Background: an optimization exercise with open tools, aiming at small area, a short achievable clock period and few clock cycles per item. Do not read the settings as production practice.
Function was not checked in any run shown here: the RTL went through the layout flow alone.
No driver is modelled on the clock port, so clocking that relies on it looks cheaper here than on a real chip.
Power is estimated from default activity; no workload was simulated.

## flow/design.v (module list and top-level ports; edited modules follow where they fit)
// module Convolution: 2384 lines
// module fa: 6 lines
// module skm_g: 5 lines
// module skm_t: 5 lines
// module skm_x: 5 lines
// module skm_o00001: 6 lines
// module skm_o00091: 6 lines
// module skm_o00111: 6 lines
// module skm_o00191: 6 lines
// module skm_o11000: 6 lines
// module skm_o11110: 6 lines
// module skm_o11190: 6 lines
// module skm_s0: 5 lines
// module skm_s1: 5 lines
// module wsel: 7 lines
module Convolution(clk, rst_n, in_valid, weight_valid,
  In_IFM_1, In_IFM_2, In_IFM_3, In_IFM_4, In_IFM_5, In_IFM_6, In_IFM_7, In_IFM_8, In_IFM_9,
  In_Weight_1, In_Weight_2, In_Weight_3, In_Weight_4, In_Weight_5, In_Weight_6, In_Weight_7, In_Weight_8, In_Weight_9,
  out_valid, Out_OFM);
  // ...
==> flow/flow/run.sh <==
#!/bin/bash
# Own flow: the standard ORFS flow (standard synthesis, same steps and scripts), with
#  - port buffers of a plain small buffer cell (every input and output port still gets one),
#  - a tighter setup-slack target for the resizer's timing repair (flow/margin.txt),
#  - optionally (flow/post_cts.tcl) a step after clock-tree synthesis that sizes down cells
#    that are faster than needed, keeping the same setup-slack target.
# Each tool's full output goes to flow_orfs.log in this folder; ORFS's per-step logs stay
# under orfs/logs/.
set -euo pipefail
MARGIN=$(cat flow/margin.txt 2>/dev/null || echo 5.0)
export BUFFER_PORTS_ARGS="-buffer_cell sky130_fd_sc_hd__buf_1"
if [[ -f flow/post_cts.tcl ]]; then
  export POST_CTS_TCL=$PWD/flow/post_cts.tcl
fi
export OWN_MARGIN=$MARGIN
bash standard.sh SETUP_SLACK_MARGIN=$MARGIN finish > flow_orfs.log 2>&1
==> flow/flow/margin.txt <==
5.35
==> flow/flow/post_cts.tcl <==
# After clock-tree synthesis and its timing repair: size down cells on paths with more
# setup slack than the target, then legalise the placement again.
estimate_parasitics -placement
repair_timing -recover_power 100 -setup_margin $::env(OWN_MARGIN) -verbose
detailed_placement
check_placement -verbose
==> flow/standard.sh <==
#!/bin/bash
# synth_recipe.tcl (not shown) runs the flow's synth.tcl, then flattens the netlist and writes it again
# the make line also repeats each setting of config.mk as NAME=value (left out here)
make -C /OpenROAD-flow-scripts/flow DESIGN_CONFIG=/design/flow/config.mk WORK_HOME=/design/flow/orfs CLKGATE_MAP_FILE= SYNTH_SCRIPT=/design/flow/synth_recipe.tcl "${@:-finish}"
==> flow/config.mk <==
export PLATFORM = sky130hd
export DESIGN_NAME = Convolution
export DESIGN_NICKNAME = Convolution
export VERILOG_FILES = /design/flow/design.v
export SDC_FILE = /design/flow/constraint.sdc
export NUM_CORES = 8
export LEC_CHECK = 0
export ABC_CLOCK_PERIOD_IN_PS = 2000
export CAP_MARGIN = 20
export CORE_MARGIN = 2
export CORE_UTILIZATION = 60
export CTS_CLUSTER_DIAMETER = 100
export CTS_CLUSTER_SIZE = 20
export PLACE_DENSITY = 0.7
export SLEW_MARGIN = 20
export SYNTH_HIERARCHICAL = 1
==> flow/constraint.sdc <==
create_clock -name core_clock -period 8.0 [get_ports {clk}]
set_input_delay 1.6000 -clock core_clock [delete_from_list [all_inputs] [get_ports {clk}]]
set_output_delay 1.6000 -clock core_clock [all_outputs]
set_load 0.01 [all_outputs]
==> results by group, run 1 <==
Outcome
  – Status: finished clean

Logic synthesis
  – Average size of a mapped cell: between 10 and 15 sq um

Setup path
  – Worst path bufs/invs: 10
  – CP required: 8.45 ns
  – Crit path max-delay family: compound AO/OA/AOI/OAI gates
  – Worst r2r path cells: 28

GRT
  – Met3 usage: 0.0696
  – Initial antenna violation count: 1
  – GRT Max-Usage Layer: met2
  – Congestion Overflow GR: 0

Routing
  – WL per Instance: around 26 um
  – Drt total wl: ~64,000 um
  – ANT nets after route: 0
  – Vias: ~14k
  – Via/cell ratio: around 5.6

Floorplanning
  – Die span in x: 208 um
  – Row count: 74
  – # IOs: between 150 and 200

Min path
  – Hold depth: 0
  – Worst Hold Endpoint: k2_1247$_DFF_P_

Timing
  – Setup TNS: 0 ns
  – Fin crit period: between 3 and 4 ns
  – Final setup vio count: 0

Layout
  – Non-CTS inverters: 36

Pwr
  – Overall power: between 10 and 15 mW
==> run 2, diff against run 1 <==
--- a/flow/design.v
+++ b/flow/design.v
@@ -2277,111 +2277,79 @@
 skm_x u_cp12(.a(fa_a[12]), .b(fa_b[12]), .y(cp12));
 wire ct12;
 skm_t u_ct12(.a(fa_a[12]), .b(fa_b[12]), .y(ct12));
 wire cg13, cp13;
 skm_g u_cg13(.a(fa_a[13]), .b(fa_b[13]), .y(cg13));
 skm_x u_cp13(.a(fa_a[13]), .b(fa_b[13]), .y(cp13));
 wire ct13;
 skm_t u_ct13(.a(fa_a[13]), .b(fa_b[13]), .y(ct13));
+wire pg0_13, pp0_13;
+skm_o11110 u_pg0_13(.gi(cg13), .pi(ct13), .gj(cg12), .pj(ct12), .go(pg0_13), .po(pp0_13));
+wire pg0_11, pp0_11;
+skm_o11110 u_pg0_11(.gi(cg11), .pi(ct11), .gj(cg10), .pj(ct10), .go(pg0_11), .po(pp0_11));
+wire pg0_9, pp0_9;
+skm_o11110 u_pg0_9(.gi(cg9), .pi(ct9), .gj(cg8), .pj(ct8), .go(pg0_9), .po(pp0_9));
+wire pg0_7, pp0_7;
+skm_o11110 u_pg0_7(.gi(cg7), .pi(ct7), .gj(cg6), .pj(ct6), .go(pg0_7), .po(pp0_7));
+wire pg0_5, pp0_5;
+skm_o11110 u_pg0_5(.gi(cg5), .pi(ct5), .gj(cg4), .pj(ct4), .go(pg0_5), .po(pp0_5));
+wire pg0_3, pp0_3;
+skm_o11110 u_pg0_3(.gi(cg3), .pi(ct3), .gj(cg2), .pj(ct2), .go(pg0_3), .po(pp0_3));
 wire pg0_1, pp0_1;
 skm_o11110 u_pg0_1(.gi(cg1), .pi(ct1), .gj(cg0), .pj(ct0), .go(pg0_1), .po(pp0_1));
-wire pg0_2, pp0_2;
-skm_o11000 u_pg0_2(.gi(cg2), .pi(ct2), .gj(pg0_1), .pj(pp0_1), .go(pg0_2), .po(pp0_2));
-wire pg0_3, pp0_3;
-skm_o11000 u_pg0_3(.gi(cg3), .pi(ct3), .gj(pg0_2), .pj(pp0_2), .go(pg0_3), .po(pp0_3));
-wire pg0_4, pp0_4;
-skm_o11000 u_pg0_4(.gi(cg4), .pi(ct4), .gj(pg0_3), .pj(pp0_3), .go(pg0_4), .po(pp0_4));
-wire pg0_5, pp0_5;
-skm_o11000 u_pg0_5(.gi(cg5), .pi(ct5), .gj(pg0_4), .pj(pp0_4), .go(pg0_5), .po(pp0_5));
-wire pg0_6, pp0_6;
-skm_o11000 u_pg0_6(.gi(cg6), .pi(ct6), .gj(pg0_5), .pj(pp0_5), .go(pg0_6), .po(pp0_6));
-wire pg0_7, pp0_7;
-skm_o11000 u_pg0_7(.gi(cg7), .pi(ct7), .gj(pg0_6), .pj(pp0_6), .go(pg0_7), .po(pp0_7));
-wire pg0_8, pp0_8;
-skm_o11000 u_pg0_8(.gi(cg8), .pi(ct8), .gj(pg0_7), .pj(pp0_7), .go(pg0_8), .po(pp0_8));
-wire pg0_9, pp0_9;
-skm_o11000 u_pg0_9(.gi(cg9), .pi(ct9), .gj(pg0_8), .pj(pp0_8), .go(pg0_9), .po(pp0_9));
-wire pg0_10, pp0_10;
-skm_o11000 u_pg0_10(.gi(cg10), .pi(ct10), .gj(pg0_9), .pj(pp0_9), .go(pg0_10), .po(pp0_10));
-wire pg0_11, pp0_11;
-skm_o11000 u_pg0_11(.gi(cg11), .pi(ct11), .gj(pg0_10), .pj(pp0_10), .go(pg0_11), .po(pp0_11));
-wire pg0_12, pp0_12;
-skm_o11000 u_pg0_12(.gi(cg12), .pi(ct12), .gj(pg0_11), .pj(pp0_11), .go(pg0_12), .po(pp0_12));
-wire pg0_13, pp0_13;
-skm_o11000 u_pg0_13(.gi(cg13), .pi(ct13), .gj(pg0_12), .pj(pp0_12), .go(pg0_13), .po(pp0_13));
-wire pg1_2, pp1_2;
-skm_o00111 u_pg1_2(.gi(pg0_2), .pi(pp0_2), .gj(cg0), .pj(ct0), .go(pg1_2), .po(pp1_2));
+wire pg1_11, pp1_11;
+skm_o00001 u_pg1_11(.gi(pg0_11), .pi(pp0_11), .gj(pg0_9), .pj(pp0_9), .go(pg1_11), .po(pp1_11));
+wire pg1_10, pp1_10;
+skm_o11000 u_pg1_10(.gi(cg10), .pi(ct10), .gj(pg0_9), .pj(pp0_9), .go(pg1_10), .po(pp1_10));
+wire pg1_7, pp1_7;
+skm_o00001 u_pg1_7(.gi(pg0_7), .pi(pp0_7), .gj(pg0_5), .pj(pp0_5), .go(pg1_7), .po(pp1_7));
+wire pg1_6, pp1_6;
+skm_o11000 u_pg1_6(.gi(cg6), .pi(ct6), .gj(pg0_5), .pj(pp0_5), .go(pg1_6), .po(pp1_6));
 wire pg1_3, pp1_3;
 skm_o00001 u_pg1_3(.gi(pg0_3), .pi(pp0_3), .gj(pg0_1), .pj(pp0_1), .go(pg1_3), .po(pp1_3));
-wire pg1_4, pp1_4;
-skm_o00111 u_pg1_4(.gi(pg0_4), .pi(pp0_4), .gj(pg1_2), .pj(pp1_2), .go(pg1_4), .po(pp1_4));
-wire pg1_5, pp1_5;
-skm_o00111 u_pg1_5(.gi(pg0_5), .pi(pp0_5), .gj(pg1_3), .pj(pp1_3), .go(pg1_5), .po(pp1_5));
-wire pg1_6, pp1_6;
-skm_o00111 u_pg1_6(.gi(pg0_6), .pi(pp0_6), .gj(pg1_4), .pj(pp1_4), .go(pg1_6), .po(pp1_6));
-wire pg1_7, pp1_7;
-skm_o00111 u_pg1_7(.gi(pg0_7), .pi(pp0_7), .gj(pg1_5), .pj(pp1_5), .go(pg1_7), .po(pp1_7));
-wire pg1_8, pp1_8;
-skm_o00111 u_pg1_8(.gi(pg0_8), .pi(pp0_8), .gj(pg1_6), .pj(pp1_6), .go(pg1_8), .po(pp1_8));
-wire pg1_9, pp1_9;
-skm_o00111 u_pg1_9(.gi(pg0_9), .pi(pp0_9), .gj(pg1_7), .pj(pp1_7), .go(pg1_9), .po(pp1_9));
-wire pg1_10, pp1_10;
-skm_o00111 u_pg1_10(.gi(pg0_10), .pi(pp0_10), .gj(pg1_8), .pj(pp1_8), .go(pg1_10), .po(pp1_10));
-wire pg1_11, pp1_11;
-skm_o00111 u_pg1_11(.gi(pg0_11), .pi(pp0_11), .gj(pg1_9), .pj(pp1_9), .go(pg1_11), .po(pp1_11));
-wire pg1_12, pp1_12;
-skm_o00111 u_pg1_12(.gi(pg0_12), .pi(pp0_12), .gj(pg1_10), .pj(pp1_10), .go(pg1_12), .po(pp1_12));
-wire pg1_13, pp1_13;
-skm_o00111 u_pg1_13(.gi(pg0_13), .pi(pp0_13), .gj(pg1_11), .pj(pp1_11), .go(pg1_13), .po(pp1_13));
-wire pg2_4, pp2_4;
-skm_o11110 u_pg2_4(.gi(pg1_4), .pi(pp1_4), .gj(cg0), .pj(ct0), .go(pg2_4), .po(pp2_4));
-wire pg2_5, pp2_5;
-skm_o11000 u_pg2_5(.gi(pg1_5), .pi(pp1_5), .gj(pg0_1), .pj(pp0_1), .go(pg2_5), .po(pp2_5));
-wire pg2_6, pp2_6;
-skm_o11190 u_pg2_6(.gi(pg1_6), .pi(pp1_6), .gj(pg1_2), .pj(pg1_2), .go(pg2_6), .po(pp2_6));
-wire pg2_7, pp2_7;
-skm_o11190 u_pg2_7(.gi(pg1_7), .pi(pp1_7), .gj(pg1_3), .pj(pg1_3), .go(pg2_7), .po(pp2_7));
-wire pg2_8, pp2_8;
-skm_o11000 u_pg2_8(.gi(pg1_8), .pi(pp1_8), .gj(pg2_4), .pj(pp2_4), .go(pg2_8), .po(pp2_8));
-wire pg2_9, pp2_9;
-skm_o11000 u_pg2_9(.gi(pg1_9), .pi(pp1_9), .gj(pg2_5), .pj(pp2_5), .go(pg2_9), .po(pp2_9));
-wire pg2_10, pp2_10;
-skm_o11000 u_pg2_10(.gi(pg1_10), .pi(pp1_10), .gj(pg2_6), .pj(None), .go(pg2_10), .po(pp2_10));
-wire pg2_11, pp2_11;
-skm_o11000 u_pg2_11(.gi(pg1_11), .pi(pp1_11), .gj(pg2_7), .pj(None), .go(pg2_11), .po(pp2_11));
-wire pg2_12, pp2_12;
-skm_o11000 u_pg2_12(.gi(pg1_12), .pi(pp1_12), .gj(pg2_8), .pj(pp2_8), .go(pg2_12), .po(pp2_12));
+wire pg1_2, pp1_2;
+skm_o11090 u_pg1_2(.gi(cg2), .pi(ct2), .gj(pg0_1), .pj(pg0_1), .go(pg1_2), .po(pp1_2));
 wire pg2_13, pp2_13;
-skm_o11000 u_pg2_13(.gi(pg1_13), .pi(pp1_13), .gj(pg2_9), .pj(pp2_9), .go(pg2_13), .po(pp2_13));
-wire pg3_8, pp3_8;
-skm_o00191 u_pg3_8(.gi(pg2_8), .pi(pp2_8), .gj(cg0), .pj(cg0), .go(pg3_8), .po(pp3_8));
-wire pg3_9, pp3_9;
-skm_o00091 u_pg3_9(.gi(pg2_9), .pi(pp2_9), .gj(pg0_1), .pj(pg0_1), .go(pg3_9), .po(pp3_9));
-wire pg3_10, pp3_10;
-skm_o00191 u_pg3_10(.gi(pg2_10), .pi(pp2_10), .gj(pg1_2), .pj(pg1_2), .go(pg3_10), .po(pp3_10));
-wire pg3_11, pp3_11;
-skm_o00191 u_pg3_11(.gi(pg2_11), .pi(pp2_11), .gj(pg1_3), .pj(pg1_3), .go(pg3_11), .po(pp3_11));
-wire pg3_12, pp3_12;
-skm_o00091 u_pg3_12(.gi(pg2_12), .pi(pp2_12), .gj(pg2_4), .pj(pg2_4), .go(pg3_12), .po(pp3_12));
+skm_o00111 u_pg2_13(.gi(pg0_13), .pi(pp0_13), .gj(pg1_11), .pj(pp1_11), .go(pg2_13), .po(pp2_13));
+wire pg2_12, pp2_12;
+skm_o11110 u_pg2_12(.gi(cg12), .pi(ct12), .gj(pg1_11), .pj(pp1_11), .go(pg2_12), .po(pp2_12));
+wire pg2_7, pp2_7;
+skm_o11110 u_pg2_7(.gi(pg1_7), .pi(pp1_7), .gj(pg1_3), .pj(pp1_3), .go(pg2_7), .po(pp2_7));
+wire pg2_6, pp2_6;
+skm_o00191 u_pg2_6(.gi(pg1_6), .pi(pp1_6), .gj(pg1_3), .pj(pg1_3), .go(pg2_6), .po(pp2_6));
+wire pg2_5, pp2_5;
+skm_o00191 u_pg2_5(.gi(pg0_5), .pi(pp0_5), .gj(pg1_3), .pj(pg1_3), .go(pg2_5), .po(pp2_5));
+wire pg2_4, pp2_4;
+skm_o11190 u_pg2_4(.gi(cg4), .pi(ct4), .gj(pg1_3), .pj(pg1_3), .go(pg2_4), .po(pp2_4));
 wire pg3_13, pp3_13;
-skm_o00091 u_pg3_13(.gi(pg2_13), .pi(pp2_13), .gj(pg2_5), .pj(pg2_5), .go(pg3_13), .po(pp3_13));
+skm_o11090 u_pg3_13(.gi(pg2_13), .pi(pp2_13), .gj(pg2_7), .pj(pg2_7), .go(pg3_13), .po(pp3_13));
+wire pg3_12, pp3_12;
+skm_o00091 u_pg3_12(.gi(pg2_12), .pi(pp2_12), .gj(pg2_7), .pj(pg2_7), .go(pg3_12), .po(pp3_12));
+wire pg3_11, pp3_11;
+skm_o11090 u_pg3_11(.gi(pg1_11), .pi(pp1_11), .gj(pg2_7), .pj(pg2_7), .go(pg3_11), .po(pp3_11));
+wire pg3_10, pp3_10;
+skm_o00091 u_pg3_10(.gi(pg1_10), .pi(pp1_10), .gj(pg2_7), .pj(pg2_7), .go(pg3_10), .po(pp3_10));
+wire pg3_9, pp3_9;
+skm_o00091 u_pg3_9(.gi(pg0_9), .pi(pp0_9), .gj(pg2_7), .pj(pg2_7), .go(pg3_9), .po(pp3_9));
+wire pg3_8, pp3_8;
+skm_o11090 u_pg3_8(.gi(cg8), .pi(ct8), .gj(pg2_7), .pj(pg2_7), .go(pg3_8), .po(pp3_8));
 assign hi[0] = cp0;
 skm_s1 u_sum1(.p(cp1), .c(cg0), .s(hi[1]));
 skm_s0 u_sum2(.p(cp2), .c(pg0_1), .s(hi[2]));
-skm_s1 u_sum3(.p(cp3), .c(pg1_2), .s(hi[3]));
+skm_s0 u_sum3(.p(cp3), .c(pg1_2), .s(hi[3]));
 skm_s1 u_sum4(.p(cp4), .c(pg1_3), .s(hi[4]));
 skm_s0 u_sum5(.p(cp5), .c(pg2_4), .s(hi[5]));
-skm_s0 u_sum6(.p(cp6), .c(pg2_5), .s(hi[6]));
-skm_s0 u_sum7(.p(cp7), .c(pg2_6), .s(hi[7]));
+skm_s1 u_sum6(.p(cp6), .c(pg2_5), .s(hi[6]));
+skm_s1 u_sum7(.p(cp7), .c(pg2_6), .s(hi[7]));
 skm_s0 u_sum8(.p(cp8), .c(pg2_7), .s(hi[8]));
-skm_s1 u_sum9(.p(cp9), .c(pg3_8), .s(hi[9]));
+skm_s0 u_sum9(.p(cp9), .c(pg3_8), .s(hi[9]));
 skm_s1 u_sum10(.p(cp10), .c(pg3_9), .s(hi[10]));
 skm_s1 u_sum11(.p(cp11), .c(pg3_10), .s(hi[11]));
-skm_s1 u_sum12(.p(cp12), .c(pg3_11), .s(hi[12]));
+skm_s0 u_sum12(.p(cp12), .c(pg3_11), .s(hi[12]));
 skm_s1 u_sum13(.p(cp13), .c(pg3_12), .s(hi[13]));
 reg [19:0] ofm;
 always @(posedge clk) ofm <= {hi, ~{s1291,k2_1251,k2_1250,k2_1249,k2_1248,k2_1247}};
 assign Out_OFM = {1'd0, ofm};
 endmodule
 module fa(a, b, c, s, co);
 input a, b, c;
 output s, co;
@@ -2428,16 +2396,22 @@
 assign po = 1'b0;
 endmodule
 module skm_o11000(gi, pi, gj, pj, go, po);
 input gi, pi, gj, pj;
 output go, po;
 assign go = ~(gi | (pi & ~gj));
 assign po = ~(pi & ~pj);
 endmodule
+module skm_o11090(gi, pi, gj, pj, go, po);
+input gi, pi, gj, pj;
+output go, po;
+assign go = ~(gi | (pi & ~gj));
+assign po = 1'b0;
+endmodule
 module skm_o11110(gi, pi, gj, pj, go, po);
 input gi, pi, gj, pj;
 output go, po;
 assign go = ~(gi | (pi & gj));
 assign po = ~(pi & pj);
 endmodule
 module skm_o11190(gi, pi, gj, pj, go, po);
 input gi, pi, gj, pj;
==> run 2 against run 1 <==
Global-route usage fell by 1.5 points. Register-to-register slack improved by 1.4 ns. Clock skew fell by 0.0054 ns. Utilization fell by 0.97 points. Critical path depth fell by 27. Largest cell class unchanged.
==> results by group, run 2 <==
Routing
  – Drt total wl: 58,500 um (-9.0%)
  – Via/cell ratio: 5.54 (-1.7%)
  – DRC: 0
  – WL per Instance: 24.0 um (-5.9%)
  – Vias: 13.5k (-4.9%)
  – First-pass DRT Iterations: 5
  – DRT iter0 DRCs: approximately 1.2k
  – ANT nets after route: 0 (unchanged)

Min path
  – Min-delay src: k1_801$_DFF_P_
  – Worst hold path type: reg -> reg
  – Hold depth: 0 (unchanged)

Floorplanning
  – Initial core utilization: 0.604
  – # IOs: 170 (unchanged)
  – Die Ht: 206 um
  – Row count: 74 (unchanged)
  – Die span in x: 206 um (-0.66%)
  – Area of the die: 0.0425 sq mm
  – Core ar.: roughly 0.041 sq mm

GRT
  – Vias in the first global route: roughly 15k
  – First-pass GRT wire length: roughly 92,000 um
  – Met3 usage: 0.0391 (-0.0305)
  – Largest net degree at the start of global routing: 48
  – Initial antenna violation count: 0 (-1)
  – Met1 Use GR: 0.383
  – GRT Util Overall: 0.301
  – Congestion Overflow GR: 0 (unchanged)
  – Met2 global-route usage: 0.492
  – GRT Max-Usage Layer: met2

Layout
  – Register with the most flip-flops: ofm
  – Synthesis-to-finish area growth: 0.652%
  – Antenna fix cells: 0
  – Most common cell after layout, fill and taps aside: nand2_1
  – Layout cell share with drive strength beyond 1: 0.0593
  – Commonest non-fill, non-tap cells in the layout: 587 x nand2_1, 537 x fa_1, 375 x dfxtp_1, 147 x buf_1, 61 x mux2_1
  – Largest register FFs: 20
  – Final Net Count: around 2.6k

Timing
  – Setup TNS: 0 ns (unchanged)
  – Max-slew headroom: 0.622
  – Fmax achieved: about 380 MHz
  – Hold Vio Cnt, Final: 0
  – Final setup vio count: 0 (unchanged)
  – Slew Limit Fails: 0
  – RSZ-0062 raised after global routing: true
  – Worst-Margin Slew: approximately 0.57 ns
  – Tcrit/Tclk final: 0.332
  – Fin crit period: 2.65 ns (-1.32 ns)
  – Clock skew: between 0.015 and 0.02 ns

Setup path
  – Crit path max-delay family: flip-flops
  – R2R Path Start: k1_806$_DFF_P_
  – Worst Setup Start Kind: register
  – Slowest CP cell: dfrtp_1
  – Critical-path cell list: clkbuf_2
  – WP data arrival: ~1.1 ns
  – Crit Path Class: reg -> out
  – CP Depth: 1
  – CP max stage delay: between 0.3 and 0.4 ns
  – Crit path capture type: output port
  – CP required: 6.40 ns (-2.05 ns)
  – Crit Path Max Fanout: 1
  – Worst path bufs/invs: 1 (-9)
  – Setup crit start: vld[3]$_DFF_PN0_
  – Worst r2r path cells: 5 (-82%)

Pwr
  – LEAKAGE: 8.81 nW
  – PwrDens: approximately 450 mW/mm^2
  – Maximum vdd drop: between 500 and 600 uV
  – Overall power: 11.1 mW (-15%)

Place
  – DP HPWL: between 40,000 and 50,000 um
  – PortBufs: about 170
  – GPL Wtd Cong: roughly 0.94

Logic synthesis
  – Average size of a mapped cell: 13.3 sq um (+1.8%)
  – Cell count after synthesis: 1,847
  – Syn. warnings: 7
  – Post-Syn Area: ~0.025 sq mm

CTS
  – CTS tree: built
  – Clk sinks: approximately 390
  – Worst skew pair latency: approximately 0.57 ns
  – Clock-pin slew on the worst setup and hold paths: approximately 0.090 ns

Flow run
  – # Max-Cap Violations: 0

Outcome
  – Status: finished clean
[run 2: layout make-up]
cell class | instances | area, sq um
Clock inverter | 3 | 25.0
Inverter | 13 | 48.8
Sequential cell | 388 | 7800
Tap cell | 532 | 666
Fill cell | 3218 | 15900
Timing Repair Buffer | 170 | 747
Multi-Input combinational cell | 1307 | 14800
Clock buffer | 25 | 583
[run 2: report_power, final]
group	switching [mW]	internal, mW
logic	3.58	3.12
clock network	0.644	0.521
registers	0.513	2.75
[run 2: final timing paths]
path	endpoint	slack [ns]
worst max-delay path	out_valid	5.35
worst min-delay path	k2_1247$_DFF_P_	0.34
worst max register to register	k2_1251$_DFF_P_	5.40
worst min register to register	k2_1247$_DFF_P_	0.34
max in group asynchronous	vld[2]$_DFF_PN0_	6.98
min in group asynchronous	vld[3]$_DFF_PN0_	0.84
[run 2: routing by layer]
layer	vias up	routed length [um]
met5	-	0
met1	6995	20500
met4	0	4530
met3	163	4920
li1	5586	-
met2	760	28500
[run 2: metrics by stage]
stage	hold slack (ns)	worst slack, ns	cells	instance area [sq um]	utilization
2_1_floorplan	0.310	5.39	1862	24600	-
3_5_place_dp	0.323	4.60	2409	24200	0.595
5_1_grt	0.353	5.28	2438	24700	0.608
3_3_place_gp	0.313	4.66	2409	24200	0.595
6_report	0.341	5.35	2438	24700	0.608
[run 2: worst reg2reg max path: cells and delay by family, from the launching register on]
family,cells,cell delay (ns)
adders and majority gates,5,2.15
DFF,1,0.32

==> static timing again, ports no longer ideal <==
The flow's constraints put no driver on any port. The routed layouts listed below were extracted and timed again, unchanged, in two steps. Step 1, drivers: a clkbuf_16 drives clk and a buf_2 each remaining input, both assumed. Step 2 moves the port delays by t, midway between the first and last clock arrival at a register: inputs arrive t later, outputs are due t later. That takes back most of the time a late clock gives input paths. Slacks: ideal ports / drivers / drivers and shift; pairs: ideal ports / drivers.
run	t (ns)	setup slack, ns	hold WS [ns]	worst slew at a driven data input, ns	pins driven straight from the clock port
run 1	0.619	4.028 / 4.028 / 4.028	0.333 / 0.333 / 0.333	0.04	1
run 2	0.618	5.347 / 5.291 / 5.003	0.341 / 0.341 / 0.341	0.06	1
After both steps every run listed still meets setup and hold. The setup slack of run 2, which loses most, moves by -0.056 ns with the drivers and by -0.344 ns with both steps.
